This design comes from an exercise in tuning for small area, a short achievable clock period and few clock cycles on the open sky130 flow, not from production work. Function was checked by simulation only, so behaviour that the tests miss may differ from the original. No activity file was given, so power comes from the tool's default toggle rates.

== the reference run ==
==> flow/design.v <==
`timescale 1ns / 1ps
module control#(parameter m=3, w=220, h=220)(
    input rstn,clk,ready,
    input [(m*m)-1:0] kernel,
    output wire [15:0] img_addr,
    output wire img_rd,
    input [7:0] img_data,
    output wire res_valid,
    output wire [15:0] res_addr,
    output wire [7:0] out,
    output wire finish
    );
    localparam [15:0] ST_ROW   = 16'd220;               
    localparam [15:0] ST_COL   = 16'd1 - 16'd1540;      
    localparam [15:0] RS_SAME  = -16'd880 - 16'd221;    
    localparam [15:0] RS_PREV  = 16'd879 - 16'd221;     
    function [15:0] bk16(input [15:0] x, input [15:0] y);
        reg [15:0] g, p, G, P; integer i, d;
        begin
            g = x & y; p = x ^ y; G = g; P = p;
            for (d = 1; d < 16; d = d * 2)
                for (i = 2*d - 1; i < 16; i = i + 2*d) begin
                    G[i] = G[i] | (P[i] & G[i-d]); P[i] = P[i] & P[i-d];
                end
            for (d = 4; d >= 1; d = d / 2)
                for (i = 3*d - 1; i < 16; i = i + 2*d) begin
                    G[i] = G[i] | (P[i] & G[i-d]); P[i] = P[i] & P[i-d];
                end
            bk16 = p ^ {G[14:0], 1'b0};
        end
    endfunction
    function [11:0] bk12(input [11:0] x, input [11:0] y);
        reg [11:0] g, p, G, P; integer i, d;
        begin
            g = x & y; p = x ^ y; G = g; P = p;
            for (d = 1; d < 12; d = d * 2)
                for (i = 2*d - 1; i < 12; i = i + 2*d) begin
                    G[i] = G[i] | (P[i] & G[i-d]); P[i] = P[i] & P[i-d];
                end
            for (d = 4; d >= 1; d = d / 2)
                for (i = 3*d - 1; i < 12; i = i + 2*d) begin
                    G[i] = G[i] | (P[i] & G[i-d]); P[i] = P[i] & P[i-d];
                end
            bk12 = p ^ {G[10:0], 1'b0};
        end
    endfunction
    function [23:0] csa(input [11:0] x, input [11:0] y, input [11:0] z);
        integer i; reg [1:0] t;
        begin
            csa[23:12] = 12'd0;
            for (i = 0; i < 12; i = i + 1) begin
                t = x[i] + y[i] + z[i];
                csa[i] = t[0];
                if (i < 11) csa[13+i] = t[1];
            end
        end
    endfunction
    function [11:0] rca(input [11:0] x, input [11:0] y, input cin);
        integer i; reg [1:0] t;
        begin
            t[1] = cin;
            for (i = 0; i < 12; i = i + 1) begin
                t = x[i] + y[i] + t[1];
                rca[i] = t[0];
            end
        end
    endfunction
    function [11:0] add3(input [11:0] x, input [11:0] y, input [11:0] z);
        reg [23:0] c;
        begin
            c = csa(x, y, z);
            add3 = bk12(c[11:0], c[23:12]);
        end
    endfunction
    function [11:0] add4(input [11:0] w, input [11:0] x, input [11:0] y, input [11:0] z);
        reg [23:0] c, d;
        begin
            c = csa(w, x, y);
            d = csa(c[11:0], c[23:12], z);
            add4 = bk12(d[11:0], d[23:12]);
        end
    endfunction
    reg        run;
    reg        rd;
    reg [15:0] ra;
    reg [2:0]  rc;           
    reg [7:0]  cc;           
    reg        re;           
    reg        dum;          
    reg        last_strip;
    wire start     = ready & ~run;
    wire strip_end = dum & (rc == 3'd4);
    wire prelast   = ra[15] & ra[6] & ~ra[4] & ~ra[3];
    wire run_end   = last_strip & (cc == 8'd219) & (rc == 3'd3);
    wire [2:0] rc_nx = strip_end ? 3'd0 : rc + 3'd1;
    wire last_nx   = last_strip | (strip_end & prelast);
    assign img_rd   = rd;
    assign img_addr = ra;
    always @(posedge clk) begin
        if (!rstn) begin
            run <= 1'b0;
            rd  <= 1'b0;
        end else if (start) begin
            run <= 1'b1;
            rd  <= 1'b1;
        end else begin
            if (run_end) run <= 1'b0;
            rd <= run & ~run_end & ~(last_nx & rc_nx[2]);
        end
    end
    always @(posedge clk) begin
        if (start) begin
            ra <= 16'd0;
            rc <= 3'd0;
            cc <= 8'd0;
            re <= 1'b0;
            dum <= 1'b0;
            last_strip <= 1'b0;
        end else begin
            rc <= rc_nx;
            re <= (rc == 3'd6);
            ra <= bk16(ra, re ? ST_COL : ST_ROW);
            if (re) begin
                cc <= cc + 8'd1;
                dum <= (cc == 8'd219);
            end else if (strip_end) begin
                cc <= 8'd0;
                dum <= 1'b0;
            end
            last_strip <= last_nx;
        end
    end
    reg [15:0] rs;
    always @(posedge clk) rs <= bk16(ra, rc[2] ? RS_SAME : RS_PREV);
    assign res_addr = rs;
    wire rv = run & (rc >= 3'd2) & (cc >= 8'd2) & ~dum & ~(last_strip & rc[2]);
    reg [8:0] kr;
    always @(posedge clk) kr <= kernel;
    reg [7:0] sr [0:16];
    integer i;
    always @(posedge clk) begin
        sr[0] <= img_data;
        for (i = 1; i <= 16; i = i + 1) sr[i] <= sr[i-1];
    end
    wire [7:0] p2 = sr[0];
    wire [7:0] p1 = sr[8];
    wire [7:0] p0 = sr[16];
    wire [7:0] m0 = p0 & {8{kr[0]}}, m1 = p1 & {8{kr[1]}}, m2 = p2 & {8{kr[2]}};
    wire [7:0] m3 = p0 & {8{kr[3]}}, m4 = p1 & {8{kr[4]}}, m5 = p2 & {8{kr[5]}};
    wire [7:0] m6 = p0 & {8{kr[6]}}, m7 = p1 & {8{kr[7]}}, m8 = p2 & {8{kr[8]}};
    wire [11:0] s0 = add3(m0, m1, m2);
    wire [11:0] s1 = add4(a0, m3, m4, m5);
    wire [11:0] s2 = add4(a1, m6, m7, m8);
    reg [9:0]  a0;
    reg [10:0] a1;
    reg [11:0] ws;
    always @(posedge clk) begin
        a0 <= s0[9:0];
        a1 <= s1[10:0];
        ws <= s2;
    end
    wire [11:0] hl12 = rca({6'd0, ws[11:6]}, {6'd0, ws[5:0]}, 1'b0);
    wire [6:0] hl = hl12[6:0];
    reg  [3:0] f;
    always @* begin
        case (hl)
            7'd0: f = 4'd0;
            7'd1: f = 4'd0;
            7'd2: f = 4'd0;
            7'd3: f = 4'd0;
            7'd4: f = 4'd0;
            7'd5: f = 4'd0;
            7'd6: f = 4'd0;
            7'd7: f = 4'd0;
            7'd8: f = 4'd0;
            7'd9: f = 4'd1;
            7'd10: f = 4'd1;
            7'd11: f = 4'd1;
            7'd12: f = 4'd1;
            7'd13: f = 4'd1;
            7'd14: f = 4'd1;
            7'd15: f = 4'd1;
            7'd16: f = 4'd1;
            7'd17: f = 4'd1;
            7'd18: f = 4'd2;
            7'd19: f = 4'd2;
            7'd20: f = 4'd2;
            7'd21: f = 4'd2;
            7'd22: f = 4'd2;
            7'd23: f = 4'd2;
            7'd24: f = 4'd2;
            7'd25: f = 4'd2;
            7'd26: f = 4'd2;
            7'd27: f = 4'd3;
            7'd28: f = 4'd3;
            7'd29: f = 4'd3;
            7'd30: f = 4'd3;
            7'd31: f = 4'd3;
            7'd32: f = 4'd3;
            7'd33: f = 4'd3;
            7'd34: f = 4'd3;
            7'd35: f = 4'd3;
            7'd36: f = 4'd4;
            7'd37: f = 4'd4;
            7'd38: f = 4'd4;
            7'd39: f = 4'd4;
            7'd40: f = 4'd4;
            7'd41: f = 4'd4;
            7'd42: f = 4'd4;
            7'd43: f = 4'd4;
            7'd44: f = 4'd4;
            7'd45: f = 4'd5;
            7'd46: f = 4'd5;
            7'd47: f = 4'd5;
            7'd48: f = 4'd5;
            7'd49: f = 4'd5;
            7'd50: f = 4'd5;
            7'd51: f = 4'd5;
            7'd52: f = 4'd5;
            7'd53: f = 4'd5;
            7'd54: f = 4'd6;
            7'd55: f = 4'd6;
            7'd56: f = 4'd6;
            7'd57: f = 4'd6;
            7'd58: f = 4'd6;
            7'd59: f = 4'd6;
            7'd60: f = 4'd6;
            7'd61: f = 4'd6;
            7'd62: f = 4'd6;
            7'd63: f = 4'd7;
            7'd64: f = 4'd7;
            7'd65: f = 4'd7;
            7'd66: f = 4'd7;
            7'd67: f = 4'd7;
            7'd68: f = 4'd7;
            7'd69: f = 4'd7;
            7'd70: f = 4'd7;
            7'd71: f = 4'd7;
            7'd72: f = 4'd8;
            7'd73: f = 4'd8;
            7'd74: f = 4'd8;
            7'd75: f = 4'd8;
            7'd76: f = 4'd8;
            7'd77: f = 4'd8;
            7'd78: f = 4'd8;
            7'd79: f = 4'd8;
            7'd80: f = 4'd8;
            7'd81: f = 4'd9;
            7'd82: f = 4'd9;
            7'd83: f = 4'd9;
            7'd84: f = 4'd9;
            7'd85: f = 4'd9;
            7'd86: f = 4'd9;
            7'd87: f = 4'd9;
            7'd88: f = 4'd9;
            7'd89: f = 4'd9;
            7'd90: f = 4'd10;
            7'd91: f = 4'd10;
            7'd92: f = 4'd10;
            7'd93: f = 4'd10;
            7'd94: f = 4'd10;
            7'd95: f = 4'd10;
            7'd96: f = 4'd10;
            7'd97: f = 4'd10;
            7'd98: f = 4'd10;
            default: f = 4'd0;
        endcase
    end
    reg  [3:0] f_r;
    reg  [5:0] h_r;
    always @(posedge clk) begin
        f_r <= f;
        h_r <= ws[11:6];
    end
    reg [7:0] q_r;
    wire [11:0] h7 = rca({1'b0, h_r, 3'b0}, {2'b11, ~h_r}, 1'b1);
    wire [11:0] q  = rca(h7, {8'd0, f_r}, 1'b0);
    always @(posedge clk) q_r <= q[7:0];
    assign out = q_r;
    reg [4:0] vp;
    reg       fin;
    always @(posedge clk) begin
        if (!rstn) begin vp <= 0; fin <= 1'b0; end
        else begin vp <= {vp[3:0], rv}; fin <= vp[3] & ~vp[2] & ~run; end
    end
    assign res_valid = vp[4];
    assign finish = fin;
endmodule
clock: 13.0 ns
lec_check: 0
cap_margin: 20
core_margin: 2
core_utilization: 40
slew_margin: 20
standard.sh (not shown) runs the stock make flow with config.mk's settings and CLKGATE_MAP_FILE= SYNTH_SCRIPT=/design/flow/synth_recipe.tcl, a recipe that flattens the netlist after the stock synthesis.
==> flow/flow/run.sh <==
#!/bin/bash
# The standard layout (standard.sh: unchanged synthesis, floorplan, power
# grid, placement, CTS and routing), run with three settings of its own:
#  - port buffers made from buf_1 cells instead of the default buffer cell;
#  - a clock tree of clkbuf_8/clkbuf_16 cells in clusters of up to 30 sinks,
#    without dummy loads;
set -euo pipefail
export BUFFER_PORTS_ARGS="-buffer_cell sky130_fd_sc_hd__buf_1"
export CTS_ARGS="-sink_clustering_enable -repair_clock_nets -root_buf sky130_fd_sc_hd__clkbuf_16 -buf_list {sky130_fd_sc_hd__clkbuf_8 sky130_fd_sc_hd__clkbuf_16} -sink_clustering_size 30 -sink_clustering_max_diameter 100 -dont_use_dummy_load"
export SETUP_SLACK_MARGIN=9.3
bash standard.sh > standard.log 2>&1
Testbench counts of the reference run, summed over its fixed seeds: cycles 391,812.
[inputs] the trial run vs the reference run
--- a/flow/design.v
+++ b/flow/design.v
@@ -137,13 +137,9 @@
     reg [8:0] kr;
     always @(posedge clk) kr <= kernel;
-    reg [7:0] sr [0:16];
-    integer i;
-    always @(posedge clk) begin
-        sr[0] <= img_data;
-        for (i = 1; i <= 16; i = i + 1) sr[i] <= sr[i-1];
-    end
-    wire [7:0] p2 = sr[0];
-    wire [7:0] p1 = sr[8];
-    wire [7:0] p0 = sr[16];
+    reg [8*17-1:0] sr;
+    always @(posedge clk) sr <= {sr[8*16-1:0], img_data};
+    wire [7:0] p2 = sr[7:0];
+    wire [7:0] p1 = sr[8*8 +: 8];
+    wire [7:0] p0 = sr[8*16 +: 8];
     wire [7:0] m0 = p0 & {8{kr[0]}}, m1 = p1 & {8{kr[1]}}, m2 = p2 & {8{kr[2]}};
     wire [7:0] m3 = p0 & {8{kr[3]}}, m4 = p1 & {8{kr[4]}}, m5 = p2 & {8{kr[5]}};
Notes after the runs:
The reference run → the trial run: critical path's largest stage delay climbed 0.03 ns, area enclosed by the die boundary went up, final critical-path setup slack lost 0.022 ns, buffer count excluding the clock tree in the final layout moved up, clock network power share went down.
Diff the trial run..the reference run | post-route DRC violation count | unchanged
On the trial run: global-route usage is 0.32 points higher than what the reference run gave.
Diff the reference run -> the trial run: combinational cell fraction of total power increased by 0.8 points relative to the old numbers, largest fanout of any net on the critical path now larger, first-iteration DRC count moved up, area of all placed cells without fillers went up by about 1.2%.
Sequential share of power | the trial run below the reference run
The trial run -> the reference run: clock slew at the register clock pins of the worst setup and hold paths flat
Testbench counts of the trial run, summed over its fixed seeds: cycles 391,812.

[what the ideal ports hide]
The results above use ideal ports. As a check the final layouts listed here were re-extracted and re-timed, cells and wires unchanged. Step 1 sets driving cells, clkbuf_16 on the clock port and buf_2 on the other inputs (assumed; they add their load-dependent delay and slew). Step 2 also shifts input and output timing later by t, the mid clock arrival at the registers, as if the neighbouring blocks saw the same clock. a / b / c = ideal / step 1 / step 2; a / b = the first two.
| run | shift t [ns] | setup WS [ns] | latest minus earliest clock arrival (ns) |
|---|---|---|---|
| the reference run | 0.508 | 9.364 / 9.321 / 9.539 | 0.048 / 0.047 |
| the trial run | 0.498 | 9.343 / 9.297 / 9.549 | 0.035 / 0.035 |
After both steps every run listed still meets setup and hold.
